This design comes from an exercise in tuning for small area, a short achievable clock period and few clock cycles per item on the open sky130 flow, not from production work.
The RTL was checked by simulation tests, not by an equivalence proof against the original design.
Power is estimated from default activity; no workload was simulated.

<file path="flow/design.v">
module DIVIDER (
    input  logic        clk, clr, go,
    input  logic [1:0]  func3,
    input  logic [31:0] rs1, rs2,
    output logic        done,
    output logic [31:0] rd
);
localparam logic [1:0] S_PREP = 2'd0, S_ITER = 2'd1, S_FIN = 2'd2;
logic [1:0]  state;
logic        done_r;
logic [31:0] R, B, Q;
logic [5:0]  za, zb;
logic [3:0]  cnt;
logic        neg_q, neg_r, is_rem;
assign done = done_r;
assign rd   = is_rem ? R : Q;
logic        sgn, sa, sb;
logic [31:0] abs_a, abs_b;
logic [5:0]  la, lb;
assign sgn   = ~func3[0];
assign sa    = sgn & rs1[31];
assign sb    = sgn & rs2[31];
assign abs_a = sa ? -rs1 : rs1;
assign abs_b = sb ? -rs2 : rs2;
lzc32 lz_a (.x(abs_a), .n(la));
lzc32 lz_b (.x(abs_b), .n(lb));
logic [6:0]  dd;
logic        b_zero, short_op;
assign dd       = {1'b0, zb} - {1'b0, za};
assign b_zero   = zb[5];
assign short_op = b_zero | dd[6];        
logic [32:0] d1;
logic [33:0] d2;
logic [34:0] d3, csa_s, csa_c, x3, y3, z3;
logic        ge1, ge2, ge3;
assign d1 = {1'b0, R} - {1'b0, B};
assign d2 = {2'b0, R} - {1'b0, B, 1'b0};
assign x3 = {3'b0, R};
assign y3 = {3'b0, B};
assign z3 = ~{1'b0, B, 2'b0};
assign csa_s = x3 ^ y3 ^ z3;
assign csa_c = (x3 & y3) | (x3 & z3) | (y3 & z3);
assign d3 = csa_s + {csa_c[33:0], 1'b1};
assign ge1 = ~d1[32];
assign ge2 = ~d2[33];
assign ge3 = ~d3[34];
logic [31:0] r_next;
always_comb begin
    if (ge3)      r_next = d3[31:0];
    else if (ge2) r_next = d2[31:0];
    else if (ge1) r_next = d1[31:0];
    else          r_next = R;
end
logic [31:0] negx;
assign negx = -(is_rem ? R : Q);
logic need_neg;
assign need_neg = is_rem ? neg_r : neg_q;
always_ff @(posedge clk) begin
    if (clr) begin
        done_r <= 1'b1;
        state  <= S_PREP;
    end else if (done_r) begin
        if (go) begin
            R      <= abs_a;
            B      <= abs_b;
            za     <= la;
            zb     <= lb;
            is_rem <= func3[1];
            neg_r  <= sa;
            neg_q  <= (sa ^ sb) & (rs2 != 32'b0);
            state  <= S_PREP;
            done_r <= 1'b0;
        end
    end else begin
        case (state)
        S_PREP: begin
            B     <= B << {dd[4:1], 1'b0};
            cnt   <= dd[4:1];
            Q     <= {32{b_zero}};
            if (short_op) begin
                if (is_rem & neg_r) state <= S_FIN;
                else done_r <= 1'b1;
            end else begin
                state <= S_ITER;
            end
        end
        S_ITER: begin
            R   <= r_next;
            Q   <= {Q[29:0], ge2, ge3 | (ge1 & ~ge2)};
            B   <= {2'b0, B[31:2]};
            cnt <= cnt - 4'd1;
            if (cnt == 4'd0) begin
                if (need_neg) state <= S_FIN;
                else done_r <= 1'b1;
            end
        end
        default: begin
            if (is_rem) R <= negx;
            else        Q <= negx;
            done_r <= 1'b1;
        end
        endcase
    end
end
endmodule
module lzc32 (
    input  logic [31:0] x,
    output logic [5:0]  n
);
    logic [15:0] z1; logic [15:0] c1;
    logic [7:0]  z2; logic [1:0] c2 [8];
    logic [3:0]  z3; logic [2:0] c3 [4];
    logic [1:0]  z4; logic [3:0] c4 [2];
    logic [4:0]  c5;
    always_comb begin
        for (int i = 0; i < 16; i++) begin
            z1[i] = ~(x[2*i+1] | x[2*i]);
            c1[i] = ~x[2*i+1];
        end
        for (int i = 0; i < 8; i++) begin
            z2[i] = z1[2*i+1] & z1[2*i];
            c2[i] = z1[2*i+1] ? {1'b1, c1[2*i]} : {1'b0, c1[2*i+1]};
        end
        for (int i = 0; i < 4; i++) begin
            z3[i] = z2[2*i+1] & z2[2*i];
            c3[i] = z2[2*i+1] ? {1'b1, c2[2*i]} : {1'b0, c2[2*i+1]};
        end
        for (int i = 0; i < 2; i++) begin
            z4[i] = z3[2*i+1] & z3[2*i];
            c4[i] = z3[2*i+1] ? {1'b1, c3[2*i]} : {1'b0, c3[2*i+1]};
        end
        c5 = z4[1] ? {1'b1, c4[0]} : {1'b0, c4[1]};
        n  = (z4[1] & z4[0]) ? 6'd32 : {1'b0, c5};
    end
endmodule
module DIVIDER_wrapper(
    input clk, go, clr,
    input [1:0] func3,
    input [31:0] rs1, rs2,
    output done,
    output logic [31:0] rd);
    DIVIDER divider(.clk(clk), .clr(clr), .go(go), .func3(func3),
                    .rs1(rs1), .rs2(rs2), .done(done), .rd(rd));
endmodule
</file>
<file path="flow/run.sh">
#!/bin/bash
# synth_recipe.tcl (not shown) runs the flow's synth.tcl, then flattens the netlist and writes it again
# the make line also repeats each setting of config.mk as NAME=value (left out here)
make -C /OpenROAD-flow-scripts/flow DESIGN_CONFIG=/design/flow/config.mk WORK_HOME=/design/flow/orfs CLKGATE_MAP_FILE= SYNTH_SCRIPT=/design/flow/synth_recipe.tcl finish
</file>
<file path="flow/config.mk">
export PLATFORM = sky130hd
export DESIGN_NAME = DIVIDER_wrapper
export DESIGN_NICKNAME = DIVIDER_wrapper
export VERILOG_FILES = /design/flow/design.v
export SDC_FILE = /design/flow/constraint.sdc
export NUM_CORES = 4
export LEC_CHECK = 0
export ABC_CLOCK_PERIOD_IN_PS = 3000
export CAP_MARGIN = 20
export CORE_MARGIN = 2
export CORE_UTILIZATION = 40
export SETUP_SLACK_MARGIN = 5
export SLEW_MARGIN = 20
</file>
<file path="flow/constraint.sdc">
create_clock -name core_clock -period 10.0 [get_ports {clk}]
set_input_delay 2.0000 -clock core_clock [delete_from_list [all_inputs] [get_ports {clk}]]
set_output_delay 2.0000 -clock core_clock [all_outputs]
set_load 0.01 [all_outputs]
</file>
==> results by group, run 1 <==
Power
  • Sw power: 1.10 mW
  • Reg power frac: 24.0%
  • Int Power: 1.53 mW
  • Maximum VDD drop: 0.132 mV
  • Power Density: 134 nW/um^2
  • Sw Share: 41.9%
  • P_leak: 7.75 nW
  • Clk network pwr share: 26.5%
  • Combinational share of power: 49.4%

Clock network
  • CTS tree: done
  • Clock sinks: 118
  • TritonCTS buffer count: 17
  • Clock Pin Slew Worst Setup and Hold Paths: 60 ps
  • Clock latency on the worst-skew pair: 460 ps
  • Hold Buf Count CTS: 0
  • Clock Tree Root: clkbuf_16
  • Bufs on Longest Clock Path: 2
  • H-tree depth: 4

Floorplanning
  • # IOs: 102
  • Num rows: 75
  • Die X: 211 um
  • Starting density of the core: 40.7%
  • DIE HEIGHT: 211 um
  • Die Area: 44400 sq um
  • CORE AREA: 42000 sq um

Routing
  • Drt total wl: 67600 um
  • Residual DRC: 0
  • Final ANT Viol Nets: 0
  • Routed wire per std cell: 24.2 um
  • Starting DRC count in detailed routing: 1487
  • Routed vias/inst: 6.28
  • Vias: 17547
  • DRT Pass-1 Iters: 5

Hold path
  • Hold_sp: divider.Q[18]$_DFFE_PP_
  • Tightest Hold Check Type: reg2reg
  • Worst Hold End: divider.Q[20]$_DFFE_PP_
  • Hold-critical path depth: 2

Logic synthesis
  • Synthesized flop and latch total: 118
  • Mapped Nets: 2414
  • Avg Inst Size Synth: 7.75 sq um
  • Synth Cell Area: 17100 sq um
  • Async SR Flop Fraction: 0%
  • Sequential element share of the synthesized area: 20.5%
  • Post-synth cell types: 97
  • Post-synth EDFFs: 115
  • Most common flop cell mapped by yosys: edfxtp_1
  • Warnings, synthesis: 5
  • Post-Synthesis Cells: 2205

Worst setup path
  • Worst R2R Path Depth: 15
  • RR Endpoint: divider.R[11]$_DFFE_PP_
  • Cell with the most instances on the worst path: or4_4
  • Setup crit end kind: register
  • Worst path arrival time: 5340 ps
  • Slowest cell on crit path: or4_4
  • R2r startpoint: divider.B[1]$_DFFE_PP_
  • Worst path cell trace: clkdlybuf4s50_1 -> or4_4 -> or4_4 -> o31ai_4 -> xor2_2 -> nand2_1 -> a21boi_1 -> o21ai_1 -> a222oi_1 -> and3_1 -> o31a_1
  • Req. time, crit path: 10330 ps
  • Crit Path Category: in2reg
  • Setup slack, reg-to-reg: 5160 ps
  • Crit path largest cell delay: 550 ps
  • CP max FO: 6
  • Type of origin of the critical path: input port

Global routing
  • First-pass GRT wire length: 102000 um
  • Gr ovfl total: 0
  • Tot GR Track Use: 30.2%
  • Vias in the first global route: 16775
  • Initial antenna violation count: 0
  • Largest net degree at the start of global routing: 56

Layout
  • Layout cells sized above 1: 9.18%
  • Most common cell after layout, fill and taps aside: a21oi_1
  • Nets@finish: 2450
  • Layout area overhead: 15.0%
  • # diodes: 0
  • Most frequent cells in the layout: a21oi_1, nor2_1, nand2_1
  • Fillers: 4244

Status
  • Status: finished clean

Timing
  • Max_slew headroom: 37.4%
  • Crit path time final: 5020 ps
  • F_max: 0.199 GHz
  • Skew final: 13.0 ps
  • Hold WS: 654 ps
  • Period Utilization, post-route: 50.2%
  • Count of pins over their slew limit: 0
  • Actual transition at the worst max-transition pin: 933 ps
  • Fin Setup TNS: 0 ps
  • Final Setup Violations: 0
  • RSZ-0062 raised after global routing: yes
  • Fin. Hold Viols: 0

Placement
  • Port Buffers: 101
  • Detailed placer's ending HPWL: 52700 um
  • Placer Congestion: 0.933

Flow run
  • Max-cap viol count: 0
## logic make-up after synthesis
group	synth area share, %
AOI/OAI and AO/OA	27.8
and+or+nand+nor	19.6
buffers and inverters	6.87
xor gates and xnor gates	9.02
adders and majority gates	11.7
DFF	20.5
muxes	4.46
## metrics by stage
step                      setup WS, ps  total power, mW  instance area, sq um  cells  util (%)
after floorplan                   5150             1.51                 17100   2205         -
after global placement            3940             1.88                 18600   2751      44.2
after detailed placement          3930             1.89                 18600   2751      44.2
after CTS                         4980             2.59                 19400   2786      46.2
after global routing              4850             2.77                 19700   2793      46.8
final                             4980             2.63                 19700   2793      46.8
## repair_timing
item,4_1_cts,5_1_grt
cloned,0,0
endpoints found under the hold margin,0,0
pin swaps,4,9
setup endpoints to repair,48,45
buffers inserted,3,7
gates resized for setup,29,45
## synthesized netlist by cell type (all sizes together), types with 9 or more instances
master | number | area share [%]
nand2b | 24 | 0.88
o211ai | 34 | 1.5
nand4 | 15 | 0.64
nor4 | 18 | 1.1
nor3b | 9 | 0.42
or3 | 14 | 0.51
buf | 29 | 0.81
and3 | 20 | 0.73
mux2 | 18 | 1.2
inv | 180 | 4.0
o21ai | 156 | 4.6
nor2 | 192 | 4.5
a31oi | 24 | 1.0
a21o | 42 | 1.8
nor3 | 53 | 1.8
nand3 | 54 | 1.6
o21bai | 14 | 0.61
a311oi | 9 | 0.46
xor2 | 71 | 3.6
o22ai | 10 | 0.37
o31ai | 12 | 0.61
a21oi | 226 | 6.6
o221ai | 9 | 0.46
o21a | 16 | 0.70
nand2 | 183 | 4.0
edfxtp | 115 | 20
mux2i | 56 | 3.3
o31a | 12 | 0.61
or4 | 9 | 0.44
and2 | 9 | 0.33
fa | 34 | 4.0
or2 | 16 | 0.63
clkbuf | 95 | 2.1
xnor2 | 105 | 5.4
ha | 106 | 7.8
a221oi | 12 | 0.61
a22oi | 14 | 0.61
nor2b | 21 | 0.77
a211oi | 55 | 2.4
## state kept, by name (all words and copies together), names as in the netlist
name and flops:
divider.B 32, divider.done_r 1, divider.neg_q 1, divider.state 2
divider.za 6, divider.is_rem 1, divider.zb 6, divider.neg_r 1
divider.cnt 4, divider.R 32, divider.Q 32
## metal layers
metal	track usage, %	vias to the layer above	part of all wire [%]
met2	50.0	800	47
met4	10.9	0	3.2
met5	0	-	0
li1	-	8123	-
met3	4.46	126	7.7
met1	39.9	8498	42
## cell type report
type | count | area, sq um | share of cell area (%)
inverters | 181 | 682 | 3.47
clock inverters | 14 | 206 | 1.05
multi-input cells | 1782 | 12800 | 65.2
flip-flops and latches | 118 | 3520 | 17.9
clock buffers | 18 | 429 | 2.18
repair buffers | 141 | 1340 | 6.81
well taps | 539 | 674 | 3.43
## how the worst max path moves through the flow
stage | start | endpoint | slack (ps) | cells past startpoint
after floorplan | divider.B[1]$_DFFE_PP_ | divider.R[10]$_DFFE_PP_ | 5150 | 12
final | rs1[2] | divider.za[0]$_SDFFCE_PP0P_ | 4980 | 11
after global routing | func3[0] | divider.za[2]$_SDFFCE_PP0P_ | 4850 | 12
after detailed placement | func3[0] | divider.za[2]$_SDFFCE_PP0P_ | 3930 | 12
after CTS | func3[0] | divider.za[2]$_SDFFCE_PP0P_ | 4980 | 12
after global placement | func3[0] | divider.za[2]$_SDFFCE_PP0P_ | 3940 | 12
## power groups by stage
stage / Sequential, mW / Combinational, mW / Clock (mW)
final: 0.631 / 1.30 / 0.697
after global placement: 0.640 / 1.24 / 0
after global routing: 0.634 / 1.41 / 0.721
after detailed placement: 0.640 / 1.25 / 0
after CTS: 0.630 / 1.26 / 0.698
after floorplan: 0.617 / 0.893 / 0
## worst max-delay path: cells and delay by family
family / cells / cell delay [ps]
XOR/XNOR: 1 / 410
AND/OR/NAND/NOR: 4 / 1380
AO/OA/AOI/OAI: 5 / 1060
buffers and inverters: 1 / 500
Testbench counts, summed over its fixed seeds: cycles 22,314, items 3,200.
==> run 2, diff against run 1 <==
--- a/flow/config.mk
+++ b/flow/config.mk
@@ -5,7 +5,7 @@
 export SDC_FILE = /design/flow/constraint.sdc
 export NUM_CORES = 4
 export LEC_CHECK = 0
-export ABC_CLOCK_PERIOD_IN_PS = 3000
+export ABC_CLOCK_PERIOD_IN_PS = 5000
 export CAP_MARGIN = 20
 export CORE_MARGIN = 2
 export CORE_UTILIZATION = 40
==> run 2 against run 1 <==
Synthesized cell count unchanged. Critical path type unchanged. Total power stayed put. Critical endpoint unchanged. Register-to-register slack about the same. Largest power group unchanged. Sequential share of layout area is the same.
==> results by group, run 2 <==
Status
  • Status: finished clean

Hold path
  • Tightest Hold Check Type: reg2reg
  • Hold-critical path depth: 2

Placement
  • Placer Congestion: 0.933
  • Port Buffers: 101
  • Post-DP Area: 18600 sq um
  • Detailed placer's ending HPWL: 52700 um

Timing
  • Actual transition at the worst max-transition pin: 933 ps
  • RSZ-0062 raised after global routing: yes
  • Max_slew headroom: 37.4%
  • Period Utilization, post-route: 50.2%
  • Fin Setup TNS: 0 ps
  • Crit path time final: 5020 ps
  • Skew final: 13.0 ps
  • F_max: 0.199 GHz
  • Fin. Hold Viols: 0
  • Count of pins over their slew limit: 0
  • Final Setup Violations: 0

Layout
  • Layout cells sized above 1: 9.18%
  • # diodes: 0
  • Most frequent cells in the layout: a21oi_1, nor2_1, nand2_1
  • Top Registers: divider.B: 32 flops, divider.Q: 32 flops, divider.R: 32 flops
  • Finished Cell Area: 19700 sq um
  • Layout area overhead: 15.0%
  • Final Core Density: 46.8%
  • Most common cell after layout, fill and taps aside: a21oi_1
  • Nets@finish: 2450

Clock network
  • CTS tree: done
  • Clock Pin Slew Worst Setup and Hold Paths: 60 ps
  • Clock latency on the worst-skew pair: 460 ps
  • H-tree depth: 4
  • Bufs on Longest Clock Path: 2
  • Hold Buf Count CTS: 0
  • Clock sinks: 118
  • TritonCTS buffer count: 17
  • Clock Tree Root: clkbuf_16

Logic synthesis
  • Avg Inst Size Synth: 7.75 sq um
  • Sequential element share of the synthesized area: 20.5%
  • Synth top area cells: edfxtp_1, ha_1, a21oi_1, xnor2_1, o21ai_0
  • Most common cell in the netlist: a21oi_1
  • Post-synth cell types: 97
  • Yosys top cell area share: 20.2%
  • Most common flop cell mapped by yosys: edfxtp_1
  • Async SR Flop Fraction: 0%
  • Post-synth EDFFs: 115
  • Synthesized flop and latch total: 118
  • Synth Cell Area: 17100 sq um
  • Dominant cell type by area after synthesis: edfxtp_1
  • Post-Synthesis Cells: 2205
  • Synth top cells by count: a21oi_1, nor2_1, nand2_1, inv_1, o21ai_0
  • Warnings, synthesis: 5
  • Mapped Nets: 2414

Routing
  • Routed wire per std cell: 24.2 um
  • DRT Pass-1 Iters: 5
  • Drt total wl: 67600 um
  • Routed vias/inst: 6.28
  • Residual DRC: 0
  • Starting DRC count in detailed routing: 1487
  • Vias: 17547
  • Final ANT Viol Nets: 0

Power
  • P_leak: 7.75 nW
  • Maximum VDD drop: 0.132 mV
  • Total power: 2.63 mW
  • Power Density: 134 nW/um^2

Worst setup path
  • Req. time, crit path: 10330 ps
  • Type of origin of the critical path: input port
  • Crit Path Category: in2reg
  • Worst path arrival time: 5340 ps
  • Worst R2R Path Depth: 15
  • Setup crit end kind: register
  • CP max FO: 6

Floorplanning
  • Num rows: 75
  • DIE HEIGHT: 211 um
  • CORE AREA: 42000 sq um
  • Die X: 211 um
  • Die Area: 44400 sq um
  • Starting density of the core: 40.7%
  • # IOs: 102

Global routing
  • Tot GR Track Use: 30.2%
  • Vias in the first global route: 16775
  • Gr ovfl total: 0
  • First-pass GRT wire length: 102000 um
  • Initial antenna violation count: 0
  • Largest net degree at the start of global routing: 56

Flow run
  • Max-cap viol count: 0
[run 2: cell counts after synthesis]
No cell type changed its count.
[run 2: kinds of logic (layout without fill, tap and decap cells)]
family          after synthesis  count (layout)  synth area share (%)
xor+xnor                    176             176                  9.02
fa+ha+maj                   140             140                  11.7
buf+inv                     305             354                  6.87
mux                          74              74                  4.46
simple gates                661             661                  19.6
flops                       118             118                  20.5
compound gates              731             731                  27.8
[run 2: layout make-up]
cell class	instances	area [sq um]
timing repair buffer	141	1340
tap	539	674
sequential	118	3520
fill	4244	22400
inverter	181	682
clock inverter	14	206
multi-input combinational	1782	12800
clock buffer	18	429
[run 2: worst paths after layout]
kind                                 end  slack, ps               startpoint
max          divider.za[0]$_SDFFCE_PP0P_       4980                   rs1[2]
min              divider.Q[20]$_DFFE_PP_        650  divider.Q[18]$_DFFE_PP_
max reg2reg      divider.R[11]$_DFFE_PP_       5160   divider.B[1]$_DFFE_PP_
min reg2reg      divider.Q[20]$_DFFE_PP_        650  divider.Q[18]$_DFFE_PP_
[run 2: metrics by stage]
stage / hold WS (ps) / cells / worst slack [ps]
2_1_floorplan: 589 / 2205 / 5150
3_3_place_gp: 629 / 2751 / 3940
3_5_place_dp: 629 / 2751 / 3930
4_1_cts: 644 / 2786 / 4980
5_1_grt: 694 / 2793 / 4850
6_report: 654 / 2793 / 4980
[run 2: layer usage]
layer	track usage (%)	part of all wire [%]
met5	0	0
met4	10.9	3.2
met3	4.46	7.7
met2	50.0	47
met1	39.9	42
[run 2: critical path: stages]
cell and delay [ps]:
clkdlybuf4s50_1 500, or4_4 550, or4_4 530, o31ai_4 240
xor2_2 410, nand2_1 100, a21boi_1 180, o21ai_1 110
a222oi_1 400, and3_1 200, o31a_1 130
[run 2: timing repair]
item,CTS,global route
hold endpoints to repair,0,0
resized for setup,29,45
pin swaps,4,9
setup endpoints to repair,48,45
buffers inserted,3,7
[run 2: power by group]
part	switching [mW]	total [mW]	internal [mW]	leakage (nW)
combinational	0.800	1.30	0.499	6.34
clock	0.257	0.697	0.440	0.309
sequential	0.0451	0.631	0.586	1.11
total	1.10	2.63	1.53	7.75
==> run 3, diff against run 2 <==
--- a/flow/design.v
+++ b/flow/design.v
@@ -9,23 +9,22 @@
 logic [1:0]  state;
 logic        done_r;
 logic [31:0] R, B, Q;
-logic [5:0]  za, zb;
 logic [3:0]  cnt;
 logic        neg_q, neg_r, is_rem;
 assign done = done_r;
-assign rd   = is_rem ? R : Q;
+assign rd   = R;
 logic        sgn, sa, sb;
-logic [31:0] abs_a, abs_b;
-logic [5:0]  la, lb;
+logic [31:0] abs_b;
 assign sgn   = ~func3[0];
 assign sa    = sgn & rs1[31];
 assign sb    = sgn & rs2[31];
-assign abs_a = sa ? -rs1 : rs1;
 assign abs_b = sb ? -rs2 : rs2;
-lzc32 lz_a (.x(abs_a), .n(la));
-lzc32 lz_b (.x(abs_b), .n(lb));
+logic [5:0]  la, za, zb;
 logic [6:0]  dd;
 logic        b_zero, short_op;
+lzc32 lz_a (.x(R ^ {32{neg_r}}), .n(la));
+lzc32 lz_b (.x(B), .n(zb));
+assign za       = la - {5'b0, neg_r};
 assign dd       = {1'b0, zb} - {1'b0, za};
 assign b_zero   = zb[5];
 assign short_op = b_zero | dd[6];        
@@ -45,14 +44,16 @@
 assign ge2 = ~d2[33];
 assign ge3 = ~d3[34];
 logic [31:0] r_next;
+logic [1:0]  qd;
 always_comb begin
     if (ge3)      r_next = d3[31:0];
     else if (ge2) r_next = d2[31:0];
     else if (ge1) r_next = d1[31:0];
     else          r_next = R;
 end
+assign qd = {ge2, ge3 | (ge1 & ~ge2)};
 logic [31:0] negx;
-assign negx = -(is_rem ? R : Q);
+assign negx = -R;
 logic need_neg;
 assign need_neg = is_rem ? neg_r : neg_q;
 always_ff @(posedge clk) begin
@@ -61,32 +62,32 @@
         state  <= S_PREP;
     end else if (done_r) begin
         if (go) begin
-            R      <= abs_a;
+            R      <= rs1;
             B      <= abs_b;
-            za     <= la;
-            zb     <= lb;
             is_rem <= func3[1];
             neg_r  <= sa;
-            neg_q  <= (sa ^ sb) & (rs2 != 32'b0);
+            neg_q  <= sa ^ sb;
             state  <= S_PREP;
             done_r <= 1'b0;
         end
     end else begin
         case (state)
         S_PREP: begin
-            B     <= B << {dd[4:1], 1'b0};
-            cnt   <= dd[4:1];
-            Q     <= {32{b_zero}};
+            B   <= B << {dd[4:1], 1'b0};
+            cnt <= dd[4:1];
+            Q   <= 32'b0;
             if (short_op) begin
-                if (is_rem & neg_r) state <= S_FIN;
-                else done_r <= 1'b1;
+                if (~is_rem) R <= {32{b_zero}};
+                done_r <= 1'b1;
             end else begin
+                if (neg_r) R <= negx;
                 state <= S_ITER;
             end
         end
         S_ITER: begin
-            R   <= r_next;
-            Q   <= {Q[29:0], ge2, ge3 | (ge1 & ~ge2)};
+            if ((cnt == 4'd0) & ~is_rem) R <= {Q[29:0], qd};
+            else                         R <= r_next;
+            Q   <= {Q[29:0], qd};
             B   <= {2'b0, B[31:2]};
             cnt <= cnt - 4'd1;
             if (cnt == 4'd0) begin
@@ -95,8 +96,7 @@
             end
         end
         default: begin
-            if (is_rem) R <= negx;
-            else        Q <= negx;
+            R      <= negx;
             done_r <= 1'b1;
         end
         endcase
--- a/flow/config.mk
+++ b/flow/config.mk
@@ -5,7 +5,7 @@
 export SDC_FILE = /design/flow/constraint.sdc
 export NUM_CORES = 4
 export LEC_CHECK = 0
-export ABC_CLOCK_PERIOD_IN_PS = 5000
+export ABC_CLOCK_PERIOD_IN_PS = 3000
 export CAP_MARGIN = 20
 export CORE_MARGIN = 2
 export CORE_UTILIZATION = 40
==> run 3 against run 2 <==
Still clean on timing, DRC and antenna. Total power grew 68%. Cell count fell by 6.2%. Combinational power grew to 2.6 times the previous value. Fmax up 0.22%. Sequential power grew 7.8%. Critical path depth up 10. Clock skew hardly changed. Sequential share of layout area is 1.0 points lower. Register-to-register slack got worse by 170 ps. Critical endpoint is now divider.B[29]$_DFFE_PP_. Largest cell class unchanged. Flip-flop and latch count decreased by 14. Clock power decreased by 47%. Global-route usage rose by 2.2 points.
==> results by group, run 3 <==
Layout
  • Layout cells sized above 1: 12.5%
  • Reg area: 3100 sq um
  • # diodes: 0
  • Layout area overhead: 20.5%
  • Top Registers: divider.B: 32 flops, divider.R: 32 flops, divider.Q: 30 flops
  • Most frequent cells in the layout: inv_1, nand2_1, nor2_1
  • Most common cell after layout, fill and taps aside: inv_1
  • Final Non-Filler Cells: 2619
  • Area of the multi-input gates: 11700 sq um
  • Nets@finish: 2313
  • Fillers: 3715

Placement
  • Placer Congestion: 1.01
  • Detailed placer's ending HPWL: 49500 um
  • Placed instance count: 2515
  • Port Buffers: 101

Logic synthesis
  • Mux contribution to synthesized area: 2.81%
  • Warnings, synthesis: 5
  • Sequential element share of the synthesized area: 20.3%
  • Avg Inst Size Synth: 7.73 sq um
  • Post-Synthesis Cells: 1972
  • Yosys top cell area share: 19.9%
  • Post-synth cell types: 103
  • Synth top area cells: edfxtp_1, ha_1, xnor2_1, a21oi_1, o21ai_0
  • Post-Synth Adder-Cell Area: 13.2%
  • Area fraction in compound gates after synthesis: 29.0%
  • Synth Cell Area: 15200 sq um
  • Most common cell in the netlist: nand2_1
  • Fraction of synthesized cell area in xor and xnor cells: 8.16%
  • Most common flop cell mapped by yosys: edfxtp_1
  • Synthesized flop and latch total: 104
  • Synth top cells by count: nand2_1, a21oi_1, inv_1, nor2_1, o21ai_0
  • Mapped Nets: 2182
  • Post-synth EDFFs: 101
  • Largest family of logic cells by synthesized area: compound AO/OA/AOI/OAI gates
  • Simple-gate share of the synthesized area: 19.8%
  • Dominant cell type by area after synthesis: edfxtp_1
  • Async SR Flop Fraction: 0%

Routing
  • Starting DRC count in detailed routing: 2009
  • DRT Pass-1 Iters: 6
  • Final ANT Viol Nets: 0
  • Vias: 16558
  • Routed wire per std cell: 25.3 um
  • Routed vias/inst: 6.32
  • Residual DRC: 0
  • Drt total wl: 66200 um

Floorplanning
  • Die Area: 39700 sq um
  • Num rows: 71
  • # IOs: 102
  • Starting density of the core: 40.6%
  • DIE HEIGHT: 199 um
  • CORE AREA: 37600 sq um
  • Die X: 199 um

Clock network
  • H-tree depth: 3
  • Clock Pin Slew Worst Setup and Hold Paths: 70 ps
  • TritonCTS buffer count: 9
  • Hold Buf Count CTS: 0
  • Clock Tree Root: clkbuf_16
  • Clock latency on the worst-skew pair: 380 ps
  • Bufs on Longest Clock Path: 2
  • CTS tree: done
  • Clock sinks: 104

Worst setup path
  • Crit Path Category: reg2reg
  • Req. time, crit path: 10100 ps
  • Worst path arrival time: 5110 ps
  • Setup crit end kind: register
  • CP max FO: 12
  • Type of origin of the critical path: register

Timing
  • Max_slew headroom: 27.2%
  • Count of pins over their slew limit: 0
  • Fin. Hold Viols: 0
  • Period Utilization, post-route: 50.1%
  • Actual transition at the worst max-transition pin: 1090 ps
  • Fin Setup TNS: 0 ps
  • Skew final: 13.2 ps
  • Final Setup Violations: 0
  • Crit path time final: 5010 ps
  • F_max: 0.200 GHz
  • RSZ-0062 raised after global routing: yes

Power
  • Power Density: 240 nW/um^2
  • P_leak: 7.28 nW
  • Maximum VDD drop: 0.116 mV

Global routing
  • Largest net degree at the start of global routing: 59
  • First-pass GRT wire length: 95300 um
  • Gr ovfl total: 0
  • Vias in the first global route: 15269
  • Initial antenna violation count: 0
  • Tot GR Track Use: 32.4%

Flow run
  • Max-cap viol count: 0

Hold path
  • Tightest Hold Check Type: reg2reg

Status
  • Status: finished clean
## run 3: kinds of logic after synthesis
group,count (synthesis)
flip-flops,104
AO/OA/AOI/OAI,678
adder cells (fa/ha/maj),141
XOR/XNOR,142
buffers and inverters,258
AND/OR/NAND/NOR,608
multiplexers,41
## run 3: final timing paths
check	depth (start not counted)	slack [ps]	endpoint	start
min reg2reg	1	560	divider.Q[8]$_SDFFCE_PN0P_	divider.Q[6]$_SDFFCE_PN0P_
max	21	4990	divider.B[29]$_DFFE_PP_	divider.neg_r$_DFFE_PP_
min	1	560	divider.Q[8]$_SDFFCE_PN0P_	divider.Q[6]$_SDFFCE_PN0P_
max reg2reg	21	4990	divider.B[29]$_DFFE_PP_	divider.neg_r$_DFFE_PP_
## run 3: area by class of cell
type | instances | share of cell area (%)
well taps | 511 | 3.48
repair buffers | 207 | 11.2
inverters | 167 | 3.41
flip-flops and latches | 104 | 16.9
clock inverters | 6 | 0.272
clock buffers | 10 | 1.25
multi-input cells | 1614 | 63.5
## run 3: through the flow
stage	setup WS, ps	area [sq um]	util [%]	hold WS, ps	total power, mW
after floorplan	5040	15300	-	518	2.69
after global placement	4170	16700	44.5	534	3.57
after detailed placement	4100	16700	44.6	536	3.57
after CTS	4980	17600	46.8	557	4.13
after global routing	4790	18400	48.9	575	4.66
final	4990	18400	48.9	557	4.41
## run 3: per-layer routing
layer	share of wire, %	GRT usage, %
met5	0	0
met4	3.9	11.4
met3	9.1	3.98
met2	45	51.6
met1	42	45.1
## run 3: timing repair
item                                    4_1_cts  5_1_grt
gates resized for setup                      54       72
cloned                                        6        7
endpoints found under the setup margin      101      100
buffers inserted                             28       47
hold endpoints to repair                      0        0
pin swaps                                    20       18
## run 3: worst max-delay path, cell delays in order, from the launching register on
cell	delay, ps
edfxtp_1	470
buf_6	170
bufbuf_16	270
nor3_4	150
o22ai_4	120
a311oi_2	320
o21ai_1	110
o211a_1	140
o31ai_2	210
ha_2	320
a221oi_2	210
nand2_1	130
fa_4	490
a21o_1	210
a21oi_4	210
buf_4	150
xnor2_2	260
a211oi_1	140
a21oi_1	210
mux2i_1	140
a22oi_1	190
o21ai_1	100
## run 3: where the power goes
| group | total [mW] | internal (mW) | switching, mW |
|---|---|---|---|
| clock | 0.369 | 0.191 | 0.178 |
| sequential | 0.680 | 0.559 | 0.121 |
| combinational | 3.36 | 1.30 | 2.06 |
Testbench counts of run 3, summed over its fixed seeds: cycles 22,559, items 3,200.

[separate check: timing with driven ports]
How much do the figures lean on ideal ports? The routed layouts below were timed once more, with nothing changed but the port constraints. Step 1 sets driving cells, clkbuf_16 on the clock port and buf_2 on the other inputs (assumed; they add their load-dependent delay and slew). Step 2 moves the port delays by t, midway between the first and last clock arrival at a register: inputs arrive t later, outputs are due t later. That takes back most of the time a late clock gives input paths. a / b / c = ideal ports / drivers / drivers and shift; a / b = the first two.
run	t, ns	setup WS [ns]	worst setup path after step 2	worst slew at a driven data input, ns	cell pins on the clock port's net
run 1	0.504	4.983 / 5.009 / 4.505	input to register	0.07	1
run 2	0.504	4.983 / 5.009 / 4.505	input to register	0.07	1
run 3	0.420	4.995 / 4.995 / 4.920	input to register	0.08	1
After both steps every run listed still meets setup and hold.
